Context: an optimization exercise on an open-source flow, tuned for small area, a short achievable clock period and few clock cycles. The choices shown serve that exercise and are no tape-out recipe. Where RTL was checked, it was by simulation tests only, not by an equivalence proof against the original. Only the layout flow was run in runs 3 and 4; the RTL was not checked for function there. No activity file was given, so power comes from the tool's default toggle rates.

`design/flow/constraint.sdc`:
```
create_clock -name core_clock -period 5.0 [get_ports {clk}]
set_input_delay 1.0000 -clock core_clock [delete_from_list [all_inputs] [get_ports {clk}]]
set_output_delay 1.0000 -clock core_clock [all_outputs]
set_load 0.01 [all_outputs]
```
`design/flow/config.mk`:
```
export PLATFORM = sky130hd
export DESIGN_NAME = mest_pro
export DESIGN_NICKNAME = mest_pro
export VERILOG_FILES = /design/flow/design.v
export SDC_FILE = /design/flow/constraint.sdc
export NUM_CORES = 4
export LEC_CHECK = 0
export ABC_AREA = 1
export CAP_MARGIN = 20
export CORE_MARGIN = 2
export CORE_UTILIZATION = 60
export CTS_BUF_LIST = sky130_fd_sc_hd__clkbuf_8
export SETUP_SLACK_MARGIN = 2.95
export SLEW_MARGIN = 20
```
`design/flow/flow/run.sh`:
```
#!/bin/bash
# Layout: the standard synthesis, then the standard ORFS steps with plain
# buffers (not delay cells) on the ports and free resizing.
set -euo pipefail
bash standard.sh synth > synth.log 2>&1
bash standard.sh BUFFER_PORTS_ARGS="-buffer_cell sky130_fd_sc_hd__buf_1" MATCH_CELL_FOOTPRINT=0 CTS_ARGS="-sink_clustering_enable -repair_clock_nets -buf_list sky130_fd_sc_hd__clkbuf_8 -dont_use_dummy_load -sink_clustering_size 30 -sink_clustering_max_diameter 200" finish > layout.log 2>&1
```
`design/flow/standard.sh`:
```
#!/bin/bash
# synth_recipe.tcl (not shown) runs the flow's synth.tcl, then flattens the netlist and writes it again
# the make line also repeats each setting of config.mk as NAME=value (left out here)
make -C /OpenROAD-flow-scripts/flow DESIGN_CONFIG=/design/flow/config.mk WORK_HOME=/design/flow/orfs CLKGATE_MAP_FILE= SYNTH_SCRIPT=/design/flow/synth_recipe.tcl "${@:-finish}"
```
`design/flow/design.v`:
```
module mest_pro_ctrlr(
    input  clk,
    input  i_reset_n,
    input  i_start,
    input  i_redirect,
    input  i_halt,
    output o_start,
    output reg o_run,
    output reg o_issue,
    output reg o_all_done
);
reg  halted;
wire start = i_start & ~o_run & ~halted & ~o_all_done;
assign o_start = start;
always @(posedge clk or negedge i_reset_n)
begin
    if (~i_reset_n) begin
        o_run      <= 1'b0;
        o_issue    <= 1'b0;
        halted     <= 1'b0;
        o_all_done <= 1'b0;
    end else begin
        o_run      <= start | (o_run & ~i_halt);
        o_issue    <= start | (o_run & ~i_halt & ~i_redirect);
        halted     <= i_halt;
        o_all_done <= halted;
    end
end
endmodule
module mest_pro_fetch(
    input  clk,
    input  i_reset_n,
    input  i_run,
    input  i_start,
    input  i_halt,
    input  i_jmp,
    input  i_ret,
    input  [7:0] i_const_K,
    output [15:0] o_prog_counter
);
reg [15:0] pc;
reg [15:0] ret_pc;
wire [3:0]  g  = {&pc[11:8], &pc[7:4], &pc[3:0], 1'b1};
wire [3:0]  gc = {g[3] & g[2] & g[1], g[2] & g[1], g[1], 1'b1};
reg  [15:0] cy;
integer i;
always @(*)
begin
    for (i = 0; i < 4; i = i + 1) begin
        cy[4*i]   = gc[i];
        cy[4*i+1] = gc[i] & pc[4*i];
        cy[4*i+2] = gc[i] & pc[4*i] & pc[4*i+1];
        cy[4*i+3] = gc[i] & pc[4*i] & pc[4*i+1] & pc[4*i+2];
    end
end
wire [15:0] pc_inc = pc ^ cy;
always @(posedge clk or negedge i_reset_n)
begin
    if (~i_reset_n) begin
        pc     <= 16'd0;
        ret_pc <= 16'd0;
    end else begin
        if (i_jmp)
            ret_pc <= pc;
        if (~i_run)
            pc <= {15'd0, i_start};
        else if (i_jmp)
            pc <= {8'd0, i_const_K};
        else if (i_ret)
            pc <= ret_pc;
        else if (i_halt)
            pc <= 16'd0;
        else
            pc <= pc_inc;
    end
end
assign o_prog_counter = pc;
endmodule
module mest_pro_decode(
    input  clk,
    input  i_reset_n,
    input  i_issue,
    input  [27:0] i_instr,
    output reg o_valid,
    output reg o_s0,
    output reg o_cin,
    output reg [7:0] o_a,
    output reg [7:1] o_bm,
    output reg [8:0] o_y
);
wire [3:0] op = i_instr[27:24];
wire [7:0] a  = i_instr[15:8];
wire [7:0] b  = i_instr[7:0];
wire       mul = (op == 4'd2);
wire       shl = (op == 4'd6);
reg [7:0] x;
reg [8:0] y;
always @(*)
begin
    x = 8'd0;
    y = 9'd0;
    case (op)
    4'd0: begin x = a; y = {1'b0, b}; end
    4'd1: begin x = a; y = ~{1'b0, b}; end
    4'd2: x = a;
    4'd3: x = a & b;
    4'd4: x = a | b;
    4'd5: x = {1'b0, a[7:1]};
    4'd6: x = a;
    4'd7: begin x = ~a; y = {1'b1, 8'd0}; end
    default: ;
    endcase
end
always @(posedge clk or negedge i_reset_n)
begin
    if (~i_reset_n)
        o_valid <= 1'b0;
    else
        o_valid <= i_issue;
end
always @(posedge clk)
begin
    o_s0  <= mul ? b[0] : ~shl;
    o_bm  <= mul ? b[7:1] : {6'd0, shl};
    o_cin <= (op == 4'd1);
    o_a   <= x;
    o_y   <= y;
end
endmodule
module mest_pro_exec(
    input  clk,
    input  i_reset_n,
    input  i_valid,
    input  i_s0,
    input  i_cin,
    input  [7:0] i_a,
    input  [7:1] i_bm,
    input  [8:0] i_y,
    output reg o_valid_result,
    output reg [7:0] o_result,
    output reg o_carry,
    output reg o_zero_flag
);
wire p_1 = i_y[0] ^ i_cin ^ (i_a[0] & i_s0);
wire p_2 = (i_y[0] & i_cin) | ((i_a[0] & i_s0) & (i_y[0] ^ i_cin));
wire p_3 = (i_a[1] & i_s0) ^ ((i_a[0] & i_bm[1]) | i_y[1]) ^ p_2;
wire p_4 = ((i_a[1] & i_s0) & ((i_a[0] & i_bm[1]) | i_y[1])) | (p_2 & ((i_a[1] & i_s0) ^ ((i_a[0] & i_bm[1]) | i_y[1])));
wire p_5 = (i_a[2] & i_s0) ^ (i_a[0] & i_bm[2]) ^ ((i_a[1] & i_bm[1]) | i_y[2]);
wire p_6 = ((i_a[2] & i_s0) & (i_a[0] & i_bm[2])) | (((i_a[1] & i_bm[1]) | i_y[2]) & ((i_a[2] & i_s0) ^ (i_a[0] & i_bm[2])));
wire p_7 = p_5 ^ p_4;
wire p_8 = p_5 & p_4;
wire p_9 = (i_a[3] & i_s0) ^ (i_a[1] & i_bm[2]) ^ (i_a[0] & i_bm[3]);
wire p_10 = ((i_a[3] & i_s0) & (i_a[1] & i_bm[2])) | ((i_a[0] & i_bm[3]) & ((i_a[3] & i_s0) ^ (i_a[1] & i_bm[2])));
wire p_11 = ((i_a[2] & i_bm[1]) | i_y[3]) ^ p_6 ^ p_9;
wire p_12 = (((i_a[2] & i_bm[1]) | i_y[3]) & p_6) | (p_9 & (((i_a[2] & i_bm[1]) | i_y[3]) ^ p_6));
wire p_13 = p_11 ^ p_8;
wire p_14 = p_11 & p_8;
wire p_15 = (i_a[4] & i_s0) ^ (i_a[2] & i_bm[2]) ^ (i_a[1] & i_bm[3]);
wire p_16 = ((i_a[4] & i_s0) & (i_a[2] & i_bm[2])) | ((i_a[1] & i_bm[3]) & ((i_a[4] & i_s0) ^ (i_a[2] & i_bm[2])));
wire p_17 = (i_a[5] & i_s0) ^ (i_a[3] & i_bm[2]);
wire p_18 = (i_a[5] & i_s0) & (i_a[3] & i_bm[2]);
wire p_19 = (i_a[6] & i_s0) ^ (i_a[4] & i_bm[2]) ^ (i_a[3] & i_bm[3]);
wire p_20 = ((i_a[6] & i_s0) & (i_a[4] & i_bm[2])) | ((i_a[3] & i_bm[3]) & ((i_a[6] & i_s0) ^ (i_a[4] & i_bm[2])));
wire p_21 = (i_a[7] & i_s0) ^ (i_a[5] & i_bm[2]) ^ (i_a[4] & i_bm[3]);
wire p_22 = ((i_a[7] & i_s0) & (i_a[5] & i_bm[2])) | ((i_a[4] & i_bm[3]) & ((i_a[7] & i_s0) ^ (i_a[5] & i_bm[2])));
wire p_23 = (i_a[3] & i_bm[4]) ^ (i_a[2] & i_bm[5]);
wire p_24 = (i_a[3] & i_bm[4]) & (i_a[2] & i_bm[5]);
wire p_25 = (i_a[0] & i_bm[4]) ^ ((i_a[3] & i_bm[1]) | i_y[4]) ^ p_10;
wire p_26 = ((i_a[0] & i_bm[4]) & ((i_a[3] & i_bm[1]) | i_y[4])) | (p_10 & ((i_a[0] & i_bm[4]) ^ ((i_a[3] & i_bm[1]) | i_y[4])));
wire p_27 = (i_a[2] & i_bm[3]) ^ (i_a[1] & i_bm[4]) ^ (i_a[0] & i_bm[5]);
wire p_28 = ((i_a[2] & i_bm[3]) & (i_a[1] & i_bm[4])) | ((i_a[0] & i_bm[5]) & ((i_a[2] & i_bm[3]) ^ (i_a[1] & i_bm[4])));
wire p_29 = ((i_a[4] & i_bm[1]) | i_y[5]) ^ p_17;
wire p_30 = ((i_a[4] & i_bm[1]) | i_y[5]) & p_17;
wire p_31 = (i_a[2] & i_bm[4]) ^ (i_a[1] & i_bm[5]) ^ (i_a[0] & i_bm[6]);
wire p_32 = ((i_a[2] & i_bm[4]) & (i_a[1] & i_bm[5])) | ((i_a[0] & i_bm[6]) & ((i_a[2] & i_bm[4]) ^ (i_a[1] & i_bm[5])));
wire p_33 = ((i_a[5] & i_bm[1]) | i_y[6]) ^ p_18 ^ p_19;
wire p_34 = (((i_a[5] & i_bm[1]) | i_y[6]) & p_18) | (p_19 & (((i_a[5] & i_bm[1]) | i_y[6]) ^ p_18));
wire p_35 = (i_a[1] & i_bm[6]) ^ (i_a[0] & i_bm[7]) ^ ((i_a[6] & i_bm[1]) | i_y[7]);
wire p_36 = ((i_a[1] & i_bm[6]) & (i_a[0] & i_bm[7])) | (((i_a[6] & i_bm[1]) | i_y[7]) & ((i_a[1] & i_bm[6]) ^ (i_a[0] & i_bm[7])));
wire p_37 = p_23 ^ p_20 ^ p_21;
wire p_38 = (p_23 & p_20) | (p_21 & (p_23 ^ p_20));
wire p_39 = p_15 ^ p_25;
wire p_40 = p_15 & p_25;
wire p_41 = p_16 ^ p_27 ^ p_29;
wire p_42 = (p_16 & p_27) | (p_29 & (p_16 ^ p_27));
wire p_43 = p_28 ^ p_31 ^ p_30;
wire p_44 = (p_28 & p_31) | (p_30 & (p_28 ^ p_31));
wire p_45 = p_32 ^ p_35 ^ p_34;
wire p_46 = (p_32 & p_35) | (p_34 & (p_32 ^ p_35));
wire p_47 = (i_a[6] & i_bm[2]) ^ (i_a[5] & i_bm[3]);
wire p_48 = (i_a[4] & i_bm[4]) ^ (i_a[3] & i_bm[5]);
wire p_49 = (i_a[2] & i_bm[6]) ^ (i_a[1] & i_bm[7]);
wire p_50 = ((i_a[7] & i_bm[1]) | i_y[8]) ^ p_24;
wire p_51 = p_47 ^ p_48;
wire p_52 = p_49 ^ p_22;
wire p_53 = p_50 ^ p_51;
wire p_54 = p_36 ^ p_52;
wire p_55 = p_53 ^ p_54;
reg [18:0] q;
reg v1;
always @(posedge clk)
begin
    q[0] <= p_1;
    q[1] <= p_3;
    q[2] <= p_7;
    q[3] <= p_13;
    q[4] <= p_12;
    q[5] <= p_14;
    q[6] <= p_39;
    q[7] <= p_26;
    q[8] <= p_41;
    q[9] <= p_40;
    q[10] <= p_33;
    q[11] <= p_43;
    q[12] <= p_42;
    q[13] <= p_37;
    q[14] <= p_45;
    q[15] <= p_44;
    q[16] <= p_38;
    q[17] <= p_55;
    q[18] <= p_46;
end
wire s_1 = q[4] ^ q[5];
wire s_2 = q[4] & q[5];
wire s_3 = q[7] ^ q[8] ^ q[9];
wire s_4 = (q[7] & q[8]) | (q[9] & (q[7] ^ q[8]));
wire s_5 = q[10] ^ q[11] ^ q[12];
wire s_6 = (q[10] & q[11]) | (q[12] & (q[10] ^ q[11]));
wire s_7 = q[13] ^ q[14] ^ q[15];
wire s_8 = (q[13] & q[14]) | (q[15] & (q[13] ^ q[14]));
wire s_9 = q[16] ^ q[17] ^ q[18];
wire s_10 = (q[16] & q[17]) | (q[18] & (q[16] ^ q[17]));
wire [4:0] fx, fy;
assign fx[0] = q[6];
assign fx[1] = s_3;
assign fx[2] = s_5;
assign fx[3] = s_7;
assign fx[4] = s_9;
assign fy[0] = s_1;
assign fy[1] = s_2;
assign fy[2] = s_4;
assign fy[3] = s_6;
assign fy[4] = s_8;
wire [4:0] ag = fx & fy;
wire [4:0] ap = fx ^ fy;
wire ag0_1 = ag[1] | (ap[1] & ag[0]);
wire ap0_1 = ap[1] & ap[0];
wire ag0_3 = ag[3] | (ap[3] & ag[2]);
wire ap0_3 = ap[3] & ap[2];
wire ag1_2 = ag[2] | (ap[2] & ag0_1);
wire ap1_2 = ap[2] & ap0_1;
wire ag1_3 = ag0_3 | (ap0_3 & ag0_1);
wire ap1_3 = ap0_3 & ap0_1;
wire ag2_4 = ag[4] | (ap[4] & ag1_3);
wire ap2_4 = ap[4] & ap1_3;
wire [4:0] rh = {ap[4] ^ ag1_3, ap[3] ^ ag1_2, ap[2] ^ ag0_1, ap[1] ^ ag[0], ap[0]};
wire       zh = ((fx ^ fy) == {fx[3:0] | fy[3:0], 1'b0});
wire [8:0] r = {rh, {q[3], q[2], q[1], q[0]}};
wire       zero = zh & ~(|{q[3], q[2], q[1], q[0]});
always @(posedge clk or negedge i_reset_n)
begin
    if (~i_reset_n) begin
        v1             <= 1'b0;
        o_valid_result <= 1'b0;
    end else begin
        v1             <= i_valid;
        o_valid_result <= v1;
    end
end
always @(posedge clk)
begin
    o_result    <= r[7:0];
    o_carry     <= r[8];
    o_zero_flag <= zero;
end
endmodule
module mest_pro#(
    parameter OP_CODE_SIZE     = 4,
    parameter INSTRUCTION_SIZE = OP_CODE_SIZE + 8 + 8 + 8,
    parameter ROM_DEPTH = 65536
)(
    input clk,
    input i_reset_n,
    input i_start,
    output [$clog2(ROM_DEPTH)-1  :0] o_prog_counter,
    input [INSTRUCTION_SIZE-1    :0] i_instruction,
    output [8-1 :0] o_result,
    output o_valid_result,
    output o_carry,
    output o_zero_flag,
    output o_all_done
);
wire       issue;       
wire       run;         
wire       start;
wire [3:0] op   = i_instruction[27:24];
wire       is_jmp  = issue & (op == 4'd8);
wire       is_ret  = issue & (op == 4'd9);
wire       is_halt = issue & (op == 4'd15);
wire       x_s0, x_cin;
wire [7:0] x_a;
wire [7:1] x_bm;
wire [8:0] x_y;
wire       x_valid;
mest_pro_ctrlr u_ctrlr(
    .clk        (clk),
    .i_reset_n  (i_reset_n),
    .i_start    (i_start),
    .i_redirect (is_jmp | is_ret),
    .i_halt     (is_halt),
    .o_start    (start),
    .o_run      (run),
    .o_issue    (issue),
    .o_all_done (o_all_done)
);
mest_pro_fetch u_fetch(
    .clk            (clk),
    .i_reset_n      (i_reset_n),
    .i_run          (run),
    .i_start        (start),
    .i_halt         (is_halt),
    .i_jmp          (is_jmp),
    .i_ret          (is_ret),
    .i_const_K      (i_instruction[23:16]),
    .o_prog_counter (o_prog_counter)
);
mest_pro_decode u_decode(
    .clk        (clk),
    .i_reset_n  (i_reset_n),
    .i_issue    (issue),
    .i_instr    (i_instruction),
    .o_valid    (x_valid),
    .o_s0       (x_s0),
    .o_cin      (x_cin),
    .o_a        (x_a),
    .o_bm       (x_bm),
    .o_y        (x_y)
);
mest_pro_exec u_exec(
    .clk            (clk),
    .i_reset_n      (i_reset_n),
    .i_valid        (x_valid),
    .i_s0           (x_s0),
    .i_cin          (x_cin),
    .i_a            (x_a),
    .i_bm           (x_bm),
    .i_y            (x_y),
    .o_valid_result (o_valid_result),
    .o_result       (o_result),
    .o_carry        (o_carry),
    .o_zero_flag    (o_zero_flag)
);
endmodule
```
==> results of run 1 <==
==> flip-flops by register name (all words and copies together), names as in the netlist, 7 cells and up <==
name / count
u_exec.q: 19
u_fetch.pc: 16
u_fetch.ret_pc: 16
u_decode.o_y: 9
u_decode.o_a: 8
u_exec.o_result: 8
u_decode.o_bm: 7
==> cell usage in the layout (no fill, tap or decap), drive strengths merged <==
cell and n:
nor4 1, clkbuf 12, a21oi 15, o22ai 7, fa 22, nor2 25, nor3 5, dfxtp 55
or2 1, dfrtp 39, inv 84, o211ai 1, ha 26, buf 63, xnor2 5, a22oi 3
clkinv 2, nand4 2, a21o 4, o21bai 1, nand3 15, nand2 198, xor2 5, o21ai 23
==> final cells by class <==
| cell class | instances | area, um2 |
|---|---|---|
| Fill cell | 670 | 2460 |
| Inverter | 86 | 325 |
| Timing Repair Buffer | 66 | 295 |
| Multi-Input combinational cell | 359 | 2230 |
| Sequential cell | 94 | 2090 |
| Clock buffer | 9 | 124 |
| Tap cell | 102 | 128 |
==> worst paths after layout <==
kind | startpoint | to | slack [ps] | cells past startpoint
max | u_fetch.pc[1]$_DFF_PN0_ | o_prog_counter[1] | 2980 | 2
min | u_exec.q[3]$_DFF_P_ | u_exec.o_result[3]$_DFF_P_ | 360 | 0
max reg2reg | u_exec.q[9]$_DFF_P_ | u_exec.o_result[6]$_DFF_P_ | 3040 | 7
min reg2reg | u_exec.q[3]$_DFF_P_ | u_exec.o_result[3]$_DFF_P_ | 360 | 0
max in group asynchronous | i_reset_n | u_fetch.pc[12]$_DFF_PN0_ | 3690 | 1
min in group asynchronous | i_reset_n | u_exec.v1$_DFF_PN0_ | 750 | 1
==> power by group <==
part	internal, uW	switching [uW]	leakage [uW]
logic	126	212	0.00173
registers	853	73.9	0.000971
clock network	162	225	0.0000647
==> timing repair <==
item	4_1_cts	5_1_grt
setup buffers	2	6
pin swaps	1	2
setup endpoints to repair	32	20
gates resized for setup	3	14
gates cloned	1	0
==> kinds of logic after synthesis <==
kind of cell	Yosys count	synth area share
AOI/OAI and AO/OA	54	0.0646
adders and majority gates	48	0.164
xor gates and xnor gates	10	0.0188
buffers and inverters	96	0.0837
and+or+nand+nor	246	0.224
DFF	94	0.445
==> routing by layer <==
layer | vias up | routed length, um | global-route usage | part of all wire
met1 | 1653 | 4430 | 0.330 | 0.49
met2 | 95 | 3880 | 0.371 | 0.43
met4 | 0 | 134 | 0.0846 | 0.015
met5 | - | 0 | 0 | 0
met3 | 12 | 507 | 0.0353 | 0.057
li1 | 1805 | - | - | -
==> critical path, cell delays in order, from the launching register on <==
cell	delay, ps
dfrtp_1	410
buf_4	140
buf_1	120
==> through the flow <==
stage                      util  hold slack (ps)  area, um2
after floorplan               -              331       4670
after global placement    0.647              336       4950
after detailed placement  0.647              338       4950
after CTS                 0.667              359       5100
after global routing      0.678              360       5180
final                     0.678              357       5180
==> flow_metrics.env, run 1 <==
export IMPL_hold_violations=0
export IMPL_grt_remaining_overflow=0
export IMPL_required_ps=4000
export IMPL_area_growth_syn_to_layout_pct=11.1
export IMPL_first_pass_iters=4
export IMPL_fmax_mhz=495
export IMPL_synth_seq_cells=94
export IMPL_clk_insertion_delay_late_ps=350
export IMPL_chipHeight_um=92.2
export IMPL_viasPerCell=4.98
export IMPL_die_x_um=92.2
export IMPL_die_area_um2=8500
export IMPL_status="timing/DRC/antenna clean"
export IMPL_stdcell_count=716
export IMPL_tightestPinTransition_ps=862
export IMPL_dp_cells=698
export IMPL_io_buffer_count=58
export IMPL_synth_avg_cell_area_um2=8.51
export IMPL_power_density_nw_per_um2=318
export IMPL_fin_tns_setup_ps=0
export IMPL_final_setup_worst_slack_ps=2980
export IMPL_cts_sinks=94
export IMPL_max_vdd_ir_drop_mv=0.254
export IMPL_htree_levels=3
export IMPL_layout_nets=695
export IMPL_synth_ff_type="dfxtp_1"
export IMPL_postCtsHoldBufs=0
export IMPL_numCtsBuffers=9
export IMPL_rsz0062_at_grt="true"
export IMPL_startpoint_type="register"
export IMPL_grt_pass1_vias=3528
export IMPL_period_needed_ps=2020
export IMPL_synth_common_cells="nand2_1, inv_1, dfxtp_1"
export IMPL_synth_area_leaders="dfxtp_1, dfrtp_1, nand2_1"
export IMPL_drt_wirelength_per_cell_um=12.5
export IMPL_synth_most_common_cell="nand2_1"
export IMPL_synth_edf_count=0
export IMPL_ys_seq_area_frac=0.445
export IMPL_min_period_over_period=0.404
export IMPL_ys_warnings_count=4
export IMPL_crit_type="register to output port"
export IMPL_core_area_um2=7650
export IMPL_maxCapViolCount=0
export IMPL_antenna_found_initial=0
export IMPL_synth_cell_types=35
export IMPL_cts_buffer_depth=2
export IMPL_rows=32
export IMPL_hpwl_um=6580
export IMPL_netlist_area_leader_share=0.236
export IMPL_cp_max_fo=3
export IMPL_via_count=3565
export IMPL_drtIter0Drc=165
export IMPL_fin_skew_ps=19.9
export IMPL_synth_area_um2=4670
export IMPL_cts_root_buf="clkbuf_8"
export IMPL_max_slew_margin=0.426
export IMPL_ant_nets=0
export IMPL_cts_tree="done"
export IMPL_drive_gt1_frac=0.0782
export IMPL_finalSetupViolCount=0
export IMPL_end_kind="output port"
export IMPL_synthesis_nets=627
export IMPL_synth_async_reset_ratio=0.415
export IMPL_power_leakage_uw=0.00277
export IMPL_netlist_instances=548
export IMPL_synth_top_area_cell="dfxtp_1"
export IMPL_grt_max_degree=40
export IMPL_grt_pass1_wl_um=15600
export IMPL_cp_arrival_ps=1020
export IMPL_power_uw=1650
export IMPL_report_final_slew_viol_count=0
export IMPL_pre_cts_slack_ps=2400
export IMPL_start_util=0.610
export IMPL_track_usage=0.235
export IMPL_place_gp_congestion=0.845
export IMPL_drc=0
export IMPL_clk_pin_slew_ps=90
export IMPL_antennaDiodeCount=0
export IMPL_ios=59
export IMPL_hold_path_class="register to register"
export IMPL_wirelength_um=8960
Testbench counts, summed over its fixed seeds: cycles 7,274.
==> run 2, diff against run 1 <==
==> design/flow/flow/run.sh (replaced) <==
#!/bin/bash
# Layout: the standard synthesis, then the standard ORFS steps with plain
# buffers (not delay cells) on the ports and free resizing.
set -euo pipefail
bash standard.sh synth > synth.log 2>&1
bash standard.sh BUFFER_PORTS_ARGS="-buffer_cell sky130_fd_sc_hd__buf_1" MATCH_CELL_FOOTPRINT=0 CTS_ARGS="-sink_clustering_enable -repair_clock_nets -buf_list sky130_fd_sc_hd__clkbuf_16 -dont_use_dummy_load -sink_clustering_size 50 -sink_clustering_max_diameter 300" finish > layout.log 2>&1
==> run 2 against run 1 <==
  * Worst hold slack lost 2.1 ps
  * First-iteration DRC count decreased by 12%
  * Clock-buffer cell count unchanged
  * Fmax is 1.5% higher
  * Highest routed layer unchanged
==> flow_metrics.env, run 2 <==
export IMPL_layout_common_cells="nand2_1, inv_1, buf_1"
export IMPL_startpoint_type="register"
export IMPL_start_util=0.610
export IMPL_synth_area_um2=4670
export IMPL_holdWs_ps=354
export IMPL_area_growth_syn_to_layout_pct=13.5
export IMPL_ios=59
export IMPL_final_common_cell="nand2_1"
export IMPL_synth_avg_cell_area_um2=8.51
export IMPL_layout_nets=695
export IMPL_ys_warnings_count=4
export IMPL_drc=0
export IMPL_core_area_um2=7650
export IMPL_finalSetupViolCount=0
export IMPL_fin_tns_setup_ps=0
export IMPL_largest_reg_flops=19
export IMPL_synth_cell_types=35
export IMPL_synth_most_common_cell="nand2_1"
export IMPL_grt_pass1_vias=3548
export IMPL_netlist_instances=548
export IMPL_chipHeight_um=92.2
export IMPL_hpwl_um=6580
export IMPL_fin_skew_ps=15.4
export IMPL_tightestPinTransition_ps=855
export IMPL_cp_max_fo=3
export IMPL_antennaDiodeCount=0
export IMPL_place_gp_congestion=0.845
export IMPL_cts_tree="done"
export IMPL_synth_ff_type="dfxtp_1"
export IMPL_max_slew_margin=0.430
export IMPL_cts_root_buf="clkbuf_16"
export IMPL_end_kind="output port"
export IMPL_synthesis_nets=627
export IMPL_numCtsBuffers=9
export IMPL_cts_buffer_depth=2
export IMPL_via_count=3594
export IMPL_synth_top_area_cell="dfxtp_1"
export IMPL_multiInputGateArea_um2=2230
export IMPL_maxCapViolCount=0
export IMPL_drt_wirelength_per_cell_um=12.7
export IMPL_drtIter0Drc=145
export IMPL_first_pass_iters=5
export IMPL_required_ps=4000
export IMPL_viasPerCell=5.02
export IMPL_fmax_mhz=503
export IMPL_hold_path_class="register to register"
export IMPL_cts_sinks=94
export IMPL_ys_seq_area_frac=0.445
export IMPL_fill_cells=649
export IMPL_power_density_nw_per_um2=345
export IMPL_final_seq_area_um2=2090
export IMPL_synth_seq_cells=94
export IMPL_status="timing/DRC/antenna clean"
export IMPL_die_x_um=92.2
export IMPL_ant_nets=0
export IMPL_fin_util=0.692
export IMPL_htree_levels=3
export IMPL_report_final_slew_viol_count=0
export IMPL_netlist_area_leader_share=0.236
export IMPL_wirelength_um=9060
export IMPL_synth_edf_count=0
export IMPL_cp_arrival_ps=990
export IMPL_die_area_um2=8500
export IMPL_whs_path_depth=0
export IMPL_top_regs="u_exec.q: 19 flops, u_fetch.pc: 16 flops, u_fetch.ret_pc: 16 flops"
export IMPL_power_leakage_uw=0.00281
export IMPL_crit_type="register to output port"
export IMPL_regMostFlops="u_exec.q"
export IMPL_track_usage=0.235
export IMPL_hold_violations=0
export IMPL_antenna_found_initial=0
export IMPL_synth_common_cells="nand2_1, inv_1, dfxtp_1"
export IMPL_rows=32
export IMPL_reg2reg_depth=7
export IMPL_io_buffer_count=58
export IMPL_grt_pass1_wl_um=15700
export IMPL_drive_gt1_frac=0.0814
export IMPL_rsz0062_at_grt="false"
export IMPL_clk_pin_slew_ps=70
export IMPL_max_vdd_ir_drop_mv=0.249
export IMPL_min_period_over_period=0.398
export IMPL_grt_max_degree=40
export IMPL_synth_async_reset_ratio=0.415
export IMPL_postCtsHoldBufs=0
export IMPL_period_needed_ps=1990
export IMPL_clk_insertion_delay_late_ps=330
export IMPL_grt_remaining_overflow=0
export IMPL_synth_area_leaders="dfxtp_1, dfrtp_1, nand2_1"
==> run 2: cell counts after synthesis <==
Identical to the previous run, type by type.
==> run 2: stage by stage <==
step / setup slack (ps) / power [uW] / cell area (um2) / cells
global placement: 2480 / 1240 / 4950 / 698
CTS: 2900 / 1820 / 5200 / 710
floorplan: 2990 / 1140 / 4670 / 548
finish: 3010 / 1830 / 5290 / 716
detailed placement: 2400 / 1250 / 4950 / 698
global route: 2960 / 1930 / 5290 / 716
==> run 2: area by class of cell <==
type / count / share of cell area
multi-input cells: 359 / 0.422
inverters: 86 / 0.0615
well taps: 102 / 0.0241
clock buffers: 9 / 0.0425
flip-flops and latches: 94 / 0.394
repair buffers: 66 / 0.0558
==> run 2: critical path, stage by stage (launching register included) <==
cell and delay [ps]:
dfrtp_1 400, buf_4 140, buf_1 120
==> run 2: power breakdown <==
part | switching, uW | total [uW] | internal, uW
clock network | 244 | 561 | 317
logic | 213 | 340 | 127
registers | 73.2 | 927 | 854
==> run 2: path summary, 6_finish.rpt <==
path | from | endpoint | slack, ps
min in group asynchronous | i_reset_n | u_exec.v1$_DFF_PN0_ | 770
max in group asynchronous | i_reset_n | u_fetch.ret_pc[4]$_DFFE_PN0P_ | 3670
hold / removal | u_exec.q[3]$_DFF_P_ | u_exec.o_result[3]$_DFF_P_ | 350
setup reg to reg | u_exec.q[9]$_DFF_P_ | u_exec.o_result[6]$_DFF_P_ | 3040
hold reg to reg | u_exec.q[3]$_DFF_P_ | u_exec.o_result[3]$_DFF_P_ | 350
setup / recovery | u_fetch.pc[1]$_DFF_PN0_ | o_prog_counter[1] | 3010
==> run 2: routing by layer <==
| metal | up-vias | part of all wire | global-route usage |
|---|---|---|---|
| li1 | 1809 | - | - |
| met3 | 10 | 0.056 | 0.0362 |
| met4 | 0 | 0.011 | 0.0746 |
| met5 | - | 0 | 0 |
| met2 | 97 | 0.45 | 0.374 |
| met1 | 1678 | 0.49 | 0.332 |
==> run 2: what timing repair did <==
item / 4_1_cts / 5_1_grt
endpoints found under the setup margin: 34 / 41
cloned: 1 / 0
setup buffers: 2 / 6
gates resized for setup: 3 / 17
pin swaps: 1 / 3
==> run 2: kinds of logic after synthesis <==
family                   Yosys count  synth area share
buffers and inverters             96            0.0837
XOR/XNOR                          10            0.0188
AO/OA/AOI/OAI                     54            0.0646
AND/OR/NAND/NOR                  246             0.224
flip-flops                        94             0.445
adder cells (fa/ha/maj)           48             0.164
==> run 3, diff against run 2 <==
--- a/design/flow/design.v
+++ b/design/flow/design.v
@@ -55,4 +55,5 @@
 end
 wire [15:0] pc_inc = pc ^ cy;
+wire [15:0] pc_seq = i_run ? pc_inc : {15'd0, i_start};
 always @(posedge clk or negedge i_reset_n)
 begin
@@ -63,7 +64,5 @@
         if (i_jmp)
             ret_pc <= pc;
-        if (~i_run)
-            pc <= {15'd0, i_start};
-        else if (i_jmp)
+        if (i_jmp)
             pc <= {8'd0, i_const_K};
         else if (i_ret)
@@ -72,5 +71,5 @@
             pc <= 16'd0;
         else
-            pc <= pc_inc;
+            pc <= pc_seq;
     end
 end
@@ -94,22 +93,14 @@
 wire       mul = (op == 4'd2);
 wire       shl = (op == 4'd6);
-reg [7:0] x;
-reg [8:0] y;
-always @(*)
-begin
-    x = 8'd0;
-    y = 9'd0;
-    case (op)
-    4'd0: begin x = a; y = {1'b0, b}; end
-    4'd1: begin x = a; y = ~{1'b0, b}; end
-    4'd2: x = a;
-    4'd3: x = a & b;
-    4'd4: x = a | b;
-    4'd5: x = {1'b0, a[7:1]};
-    4'd6: x = a;
-    4'd7: begin x = ~a; y = {1'b1, 8'd0}; end
-    default: ;
-    endcase
-end
+wire       op_pass = (op == 4'd0) | (op == 4'd1) | (op == 4'd2) | (op == 4'd6);
+wire       op_and  = (op == 4'd3);
+wire       op_or   = (op == 4'd4);
+wire       op_shr  = (op == 4'd5);
+wire       op_not  = (op == 4'd7);
+wire       op_add  = (op == 4'd0);
+wire       op_sub  = (op == 4'd1);
+wire [7:0] x = ({8{op_pass}} & a) | ({8{op_and}} & (a & b)) | ({8{op_or}} & (a | b)) |
+               ({8{op_shr}} & {1'b0, a[7:1]}) | ({8{op_not}} & ~a);
+wire [8:0] y = {op_sub | op_not, ({8{op_add}} & b) | ({8{op_sub}} & ~b)};
 always @(posedge clk or negedge i_reset_n)
 begin
@@ -197,5 +188,6 @@
 wire p_54 = p_36 ^ p_52;
 wire p_55 = p_53 ^ p_54;
-reg [18:0] q;
+wire p_56 = p_38 ^ p_55;
+reg [17:0] q;
 reg v1;
 always @(posedge clk)
@@ -217,7 +209,6 @@
     q[14] <= p_45;
     q[15] <= p_44;
-    q[16] <= p_38;
-    q[17] <= p_55;
-    q[18] <= p_46;
+    q[16] <= p_56;
+    q[17] <= p_46;
 end
 wire s_1 = q[4] ^ q[5];
@@ -229,6 +220,6 @@
 wire s_7 = q[13] ^ q[14] ^ q[15];
 wire s_8 = (q[13] & q[14]) | (q[15] & (q[13] ^ q[14]));
-wire s_9 = q[16] ^ q[17] ^ q[18];
-wire s_10 = (q[16] & q[17]) | (q[18] & (q[16] ^ q[17]));
+wire s_9 = q[16] ^ q[17];
+wire s_10 = q[16] & q[17];
 wire [4:0] fx, fy;
 assign fx[0] = q[6];
==> design/flow/flow/run.sh (replaced) <==
#!/bin/bash
# Layout: the standard synthesis, then the standard ORFS steps with plain
# buffers (not delay cells) on the ports and free resizing.
set -euo pipefail
bash standard.sh synth > synth.log 2>&1
bash standard.sh BUFFER_PORTS_ARGS="-buffer_cell sky130_fd_sc_hd__buf_1" MATCH_CELL_FOOTPRINT=0 CTS_ARGS="-sink_clustering_enable -repair_clock_nets -buf_list sky130_fd_sc_hd__clkbuf_8 -dont_use_dummy_load" finish > layout.log 2>&1
==> run 3 against run 2 <==
  * Fmax rose by 1.5%
  * Non-clock buffer count fell by 3
  * Area after synthesis fell by 1.4%
  * Register-to-register slack barely moved
  * Via count fell by 4.0%
  * Synthesized cell count fell by 3.1%
  * First-iteration DRC count fell by 0.69%
  * Wire length fell by 4.1%
  * Worst hold slack got worse by 2.9 ps
  * Clock-buffer cell count did not move
  * Final area fell by 3.7%
  * Largest cell class unchanged
==> flow_metrics.env, run 3 <==
export IMPL_switching_share=0.302
export IMPL_htree_levels=3
export IMPL_startpoint_type="register"
export IMPL_grt_pass1_vias=3356
export IMPL_synth_ff_type="dfxtp_1"
export IMPL_viasPerCell=4.98
export IMPL_cp_arrival_ps=2170
export IMPL_min_period_over_period=0.392
export IMPL_grt_max_degree=40
export IMPL_numCtsBuffers=9
export IMPL_netlist_area_leader_share=0.235
export IMPL_report_final_slew_viol_count=0
export IMPL_maxCapViolCount=0
export IMPL_intPower_uw=1150
export IMPL_rsz0062_at_grt="true"
export IMPL_max_vdd_ir_drop_mv=0.214
export IMPL_synth_async_reset_ratio=0.419
export IMPL_place_gp_congestion=0.839
export IMPL_critPathTopFamily="adder cells"
export IMPL_antennaDiodeCount=0
export IMPL_wirelength_um=8700
export IMPL_seq_power_share=0.559
export IMPL_regMostFlops="u_exec.q"
export IMPL_antenna_found_initial=0
export IMPL_clk_pin_slew_ps=80
export IMPL_ys_seq_area_frac=0.447
export IMPL_path_cells="nand2_1 -> inv_1 -> fa_1 -> inv_1 -> fa_2 -> inv_1 -> fa_1"
export IMPL_die_x_um=91.5
export IMPL_crit_type="register to register"
export IMPL_fin_util=0.696
export IMPL_synth_avg_cell_area_um2=8.66
export IMPL_max_stage_delay_ps=530
export IMPL_drt_wirelength_per_cell_um=12.5
export IMPL_grt_remaining_overflow=0
export IMPL_synth_top_area_cell="dfxtp_1"
export IMPL_final_common_cell="nand2_1"
export IMPL_tightestPinTransition_ps=839
export IMPL_fin_skew_ps=27.6
export IMPL_synth_common_cells="nand2_1, inv_1, dfxtp_1"
export IMPL_finalSetupViolCount=0
export IMPL_start_util=0.627
export IMPL_critPathMostFrequentCell="inv_1"
export IMPL_placed_area_um2=4840
export IMPL_clk_insertion_delay_late_ps=340
export IMPL_final_seq_area_um2=2080
export IMPL_hold_violations=0
export IMPL_fmax_mhz=511
export IMPL_critPathSlowestCell="fa_1"
export IMPL_ys_warnings_count=4
export IMPL_netlist_instances=531
export IMPL_power_leakage_uw=0.00264
export IMPL_cts_tree="done"
export IMPL_ios=59
export IMPL_ant_nets=0
export IMPL_multiInputGateArea_um2=2160
export IMPL_drive_gt1_frac=0.0892
export IMPL_via_count=3452
export IMPL_postCtsHoldBufs=0
export IMPL_power_density_nw_per_um2=322
export IMPL_combPwrFrac=0.214
export IMPL_fill_cells=630
export IMPL_largest_reg_flops=18
export IMPL_synth_cell_types=33
export IMPL_synth_seq_cells=93
export IMPL_layout_common_cells="nand2_1, inv_1, buf_1"
export IMPL_fin_tns_setup_ps=0
export IMPL_synthesis_nets=610
export IMPL_cts_root_buf="clkbuf_8"
export IMPL_period_needed_ps=1960
export IMPL_top_regs="u_exec.q: 18 flops, u_fetch.pc: 16 flops, u_fetch.ret_pc: 16 flops"
export IMPL_hold_path_class="register to register"
export IMPL_chipHeight_um=91.5
export IMPL_track_usage=0.222
export IMPL_holdWs_ps=352
export IMPL_end_kind="register"
export IMPL_first_pass_iters=4
export IMPL_cp_max_fo=8
export IMPL_hpwl_um=6540
export IMPL_synth_area_um2=4600
export IMPL_drtIter0Drc=144
export IMPL_synth_most_common_cell="nand2_1"
export IMPL_layout_nets=675
export IMPL_cts_buffer_depth=2
export IMPL_status="timing/DRC/antenna clean"
export IMPL_cp_num_buf_inv=3
export IMPL_power_uw=1640
export IMPL_grt_pass1_wl_um=14900
export IMPL_area_growth_syn_to_layout_pct=10.9
export IMPL_switchingPower_uw=496
export IMPL_rows=31
export IMPL_cts_sinks=93
export IMPL_synth_area_leaders="dfxtp_1, dfrtp_1, nand2_1"
export IMPL_max_slew_margin=0.441
export IMPL_required_ps=5210
export IMPL_finalInstanceArea_um2=5100
export IMPL_power_frac_clock=0.227
export IMPL_die_area_um2=8380
export IMPL_drc=0
export IMPL_io_buffer_count=58
export IMPL_core_area_um2=7330
export IMPL_synth_edf_count=0
-- run 3: timing repair --
| action | in CTS | in global routing |
|---|---|---|
| resized for setup | 9 | 23 |
| endpoints found under the setup margin | 26 | 29 |
| setup buffers | 4 | 1 |
| cloned | 1 | 1 |
| pin swaps | 0 | 1 |
-- run 3: metrics by stage --
stage / instances / setup WS [ps]
floorplan: 531 / 2970
global placement: 677 / 2390
detailed placement: 677 / 2280
CTS: 691 / 2970
global route: 693 / 2890
finish: 693 / 3040
-- run 3: metal layers --
layer	part of all wire	track usage
met1	0.48	0.306
met4	0.0090	0.0720
met2	0.47	0.360
met5	0	0
met3	0.040	0.0357
-- run 3: worst reg2reg max path: stages (launching register included) --
cell     delay, ps
dfxtp_4        380
nand2_1         60
inv_1           50
fa_1           530
inv_1           50
fa_2           320
inv_1           70
fa_1           400
-- run 3: cell families (layout without fill, tap and decap cells) --
kind of cell,after synthesis,after routing,synth area share
AOI/OAI and AO/OA,55,55,0.0729
xor gates and xnor gates,9,9,0.0171
adders and majority gates,48,48,0.167
buffers and inverters,98,161,0.0922
DFF,93,93,0.447
and+or+nand+nor,228,228,0.204
-- run 3: worst paths after layout --
kind                                       start                       endpoint  slack, ps  cells after the start
setup / recovery           u_decode.o_s0$_DFF_P_           u_exec.q[14]$_DFF_P_       3040                      7
hold / removal               u_exec.q[1]$_DFF_P_     u_exec.o_result[1]$_DFF_P_        350                      0
setup reg to reg           u_decode.o_s0$_DFF_P_           u_exec.q[14]$_DFF_P_       3040                      7
hold reg to reg              u_exec.q[1]$_DFF_P_     u_exec.o_result[1]$_DFF_P_        350                      0
max in group asynchronous              i_reset_n  u_fetch.ret_pc[7]$_DFFE_PN0P_       3690                      1
min in group asynchronous              i_reset_n            u_exec.v1$_DFF_PN0_        750                      1
-- run 3: final cells by class --
| class | instances | area share |
|---|---|---|
| Clock buffer | 9 | 0.0243 |
| Inverter | 87 | 0.0660 |
| Multi-Input combinational cell | 340 | 0.424 |
| Sequential cell | 93 | 0.408 |
| Tap cell | 99 | 0.0243 |
| Timing Repair Buffer | 63 | 0.0508 |
| Timing Repair inverter | 2 | 0.00294 |
-- run 3: power groups by stage --
stage	logic [uW]	registers, uW	clock network (uW)
after floorplan	220	936	0
after global placement	317	934	0
after detailed placement	330	935	0
after CTS	335	920	384
after global routing	404	934	420
final	352	919	373
==> run 4, diff against run 3 <==
--- a/design/flow/config.mk
+++ b/design/flow/config.mk
@@ -9,5 +9,5 @@
 export CAP_MARGIN = 20
 export CORE_MARGIN = 2
-export CORE_UTILIZATION = 60
+export CORE_UTILIZATION = 55
 export CTS_BUF_LIST = sky130_fd_sc_hd__clkbuf_8
 export SETUP_SLACK_MARGIN = 2.95
==> run 4 against run 3 <==
  * Power grew 0.25%
  * Clock skew shrank 5.3 ps
  * Die area up 8.7%
  * Critical path depth is 1 higher
  * Still clean
  * Register-to-register slack got worse by 20 ps
  * Clock power up 2%
  * Non-clock buffer count decreased by 2
  * Area after synthesis is the same
  * First-iteration DRC count rose by 14%
  * Worst hold slack worse by 1.3 ps
  * Sequential share of layout area is 0.053 points lower
  * Via count down 0.52%
==> flow_metrics.env, run 4 <==
export IMPL_die_x_um=95.4
export IMPL_synth_top_area_cell="dfxtp_1"
export IMPL_antenna_found_initial=0
export IMPL_synth_ff_type="dfxtp_1"
export IMPL_cts_buffer_depth=2
export IMPL_numCtsBuffers=9
export IMPL_netlist_instances=531
export IMPL_fill_cells=745
export IMPL_synth_cell_types=33
export IMPL_use_met2=0.325
export IMPL_top_usage_layer="met2"
export IMPL_htree_levels=3
export IMPL_max_slew_margin=0.362
export IMPL_layout_common_cells="nand2_1, inv_1, buf_1"
export IMPL_first_pass_iters=4
export IMPL_layout_nets=673
export IMPL_cts_root_buf="clkbuf_8"
export IMPL_finalSetupViolCount=0
export IMPL_ant_nets=0
export IMPL_ys_seq_area_frac=0.447
export IMPL_startpoint_type="input pin"
export IMPL_start_util=0.562
export IMPL_tightestPinTransition_ps=956
export IMPL_fmax_mhz=505
export IMPL_synth_common_cells="nand2_1, inv_1, dfxtp_1"
export IMPL_status="timing/DRC/antenna clean"
export IMPL_critPathTopFamily="buffers and inverters"
export IMPL_cp_arrival_ps=2180
export IMPL_maxCapViolCount=0
export IMPL_power_density_nw_per_um2=324
export IMPL_fin_tns_setup_ps=0
export IMPL_via_count=3434
export IMPL_ios=59
export IMPL_path_cells="buf_1 -> nand2_1 -> inv_4 -> nand3_4 -> nand3_4 -> clkinvlp_4 -> nand3_1 -> o211ai_1"
export IMPL_drt_wirelength_per_cell_um=13.0
export IMPL_synth_edf_count=0
export IMPL_cp_max_fo=10
export IMPL_final_common_cell="nand2_1"
export IMPL_track_usage=0.214
export IMPL_report_final_slew_viol_count=0
export IMPL_drc=0
export IMPL_critPathSlowestCell="buf_1"
export IMPL_regMostFlops="u_exec.q"
export IMPL_area_growth_syn_to_layout_pct=10.7
export IMPL_rsz0062_at_grt="true"
export IMPL_rows=33
export IMPL_pre_cts_slack_ps=2270
export IMPL_synth_area_leaders="dfxtp_1, dfrtp_1, nand2_1"
export IMPL_hpwl_um=6580
export IMPL_clk_pin_slew_ps=70
export IMPL_die_area_um2=9110
export IMPL_min_period_over_period=0.396
export IMPL_power_leakage_uw=0.00263
export IMPL_core_area_um2=8180
export IMPL_synth_seq_cells=93
export IMPL_grt_max_degree=40
export IMPL_grt_pass1_wl_um=15000
export IMPL_clk_insertion_delay_late_ps=350
export IMPL_synth_area_um2=4600
export IMPL_grt_met3_usage=0.0332
export IMPL_max_vdd_ir_drop_mv=0.206
export IMPL_io_buffer_count=58
export IMPL_grtUsageMet1=0.317
export IMPL_synthesis_nets=610
export IMPL_chipHeight_um=95.4
export IMPL_synth_most_common_cell="nand2_1"
export IMPL_cts_sinks=93
export IMPL_drive_gt1_frac=0.0878
export IMPL_netlist_area_leader_share=0.235
export IMPL_wirelength_um=9050
export IMPL_antennaDiodeCount=0
export IMPL_top_regs="u_exec.q: 18 flops, u_fetch.pc: 16 flops, u_fetch.ret_pc: 16 flops"
export IMPL_max_stage_delay_ps=210
export IMPL_required_ps=5200
export IMPL_grt_pass1_vias=3167
export IMPL_ys_warnings_count=4
export IMPL_synth_async_reset_ratio=0.419
export IMPL_fin_skew_ps=22.3
export IMPL_critPathMostFrequentCell="nand3_4"
export IMPL_cts_tree="done"
export IMPL_largest_reg_flops=18
export IMPL_hold_violations=0
export IMPL_end_kind="register"
export IMPL_viasPerCell=4.93
export IMPL_place_gp_congestion=0.827
export IMPL_hold_path_class="register to register"
export IMPL_final_setup_worst_slack_ps=3020
export IMPL_synth_avg_cell_area_um2=8.66
export IMPL_cp_num_buf_inv=3
export IMPL_grt_remaining_overflow=0
export IMPL_period_needed_ps=1980
export IMPL_crit_type="input pin to register"
export IMPL_drtIter0Drc=164
[run 4: final timing paths]
check,slack [ps],startpoint,depth (start not counted),end
hold / removal,350,u_exec.q[3]$_DFF_P_,0,u_exec.o_result[3]$_DFF_P_
max in group asynchronous,3600,i_reset_n,1,u_fetch.ret_pc[7]$_DFFE_PN0P_
hold reg to reg,350,u_exec.q[3]$_DFF_P_,0,u_exec.o_result[3]$_DFF_P_
setup / recovery,3020,i_instruction[25],8,u_fetch.pc[2]$_DFF_PN0_
setup reg to reg,3020,u_decode.o_a[6]$_DFF_P_,7,u_exec.q[14]$_DFF_P_
min in group asynchronous,780,i_reset_n,1,u_ctrlr.o_issue$_DFF_PN0_
[run 4: area by class of cell]
| cell class | count | area [um2] | area share |
|---|---|---|---|
| sequential | 93 | 2070 | 0.407 |
| inverter | 87 | 337 | 0.0661 |
| clock buffer | 9 | 124 | 0.0243 |
| tap | 105 | 131 | 0.0258 |
| multi-input combinational | 340 | 2170 | 0.426 |
| timing repair inverter | 2 | 15.0 | 0.00295 |
| timing repair buffer | 61 | 245 | 0.0482 |
[run 4: cell families (layout without fill, tap and decap cells)]
kind of cell | after synthesis | in the layout | synth area share
flip-flops | 93 | 93 | 0.447
AO/OA/AOI/OAI | 55 | 55 | 0.0729
AND/OR/NAND/NOR | 228 | 228 | 0.204
adder cells (fa/ha/maj) | 48 | 48 | 0.167
buffers and inverters | 98 | 159 | 0.0922
XOR/XNOR | 9 | 9 | 0.0171
[run 4: what timing repair did]
| item | 4_1_cts | 5_1_grt |
|---|---|---|
| buffers inserted | 2 | 1 |
| endpoints found under the setup margin | 26 | 49 |
| gates resized for setup | 6 | 25 |
| cloned | 1 | 1 |
| hold buffers | 0 | 0 |
| pin swaps | 0 | 2 |
| hold endpoints to repair | 0 | 0 |
[run 4: where the power goes]
group	internal [uW]	leakage, uW	switching (uW)
Clock	162	0.0000647	218
Sequential	853	0.000965	67.9
Combinational	128	0.00160	219
[run 4: metal layers]
layer | part of all wire | wire, um
met3 | 0.054 | 488
met4 | 0.013 | 117
met1 | 0.49 | 4470
met5 | 0 | 0
met2 | 0.44 | 3970
[run 4: through the flow]
stage / instances / power (uW) / hold WS [ps] / instance area [um2] / utilization
2_1_floorplan: 531 / 1160 / 331 / 4600 / -
3_3_place_gp: 683 / 1250 / 336 / 4850 / 0.593
3_5_place_dp: 683 / 1260 / 338 / 4850 / 0.593
4_1_cts: 695 / 1650 / 352 / 5010 / 0.613
5_1_grt: 697 / 1760 / 359 / 5090 / 0.623
6_report: 697 / 1650 / 350 / 5090 / 0.623

## afterwards: timing with drivers on the ports
No port has a modelled driver above. Below, the same layouts with a new extraction and two added sets of constraints. Step 1 sets driving cells, clkbuf_16 on the clock port and buf_2 on the other inputs (assumed; they add their load-dependent delay and slew). Step 2 also shifts input and output timing later by t, the mid clock arrival at the registers, as if the neighbouring blocks saw the same clock. a / b / c = no drivers / after step 1 / after step 2; a / b = the first two.
run	shift t [ns]	setup slack, ns	cell pins on the clock port's net
run 1	0.372	2.981 / 2.948 / 2.729	1
run 2	0.358	3.012 / 2.976 / 2.732	1
run 3	0.354	3.042 / 3.040 / 2.709	1
run 4	0.365	3.018 / 3.021 / 2.662	1
After both steps setup and hold are still met in every run listed. The setup slack of run 4, which loses most, moves by +0.003 ns with the drivers and by -0.356 ns with both steps.
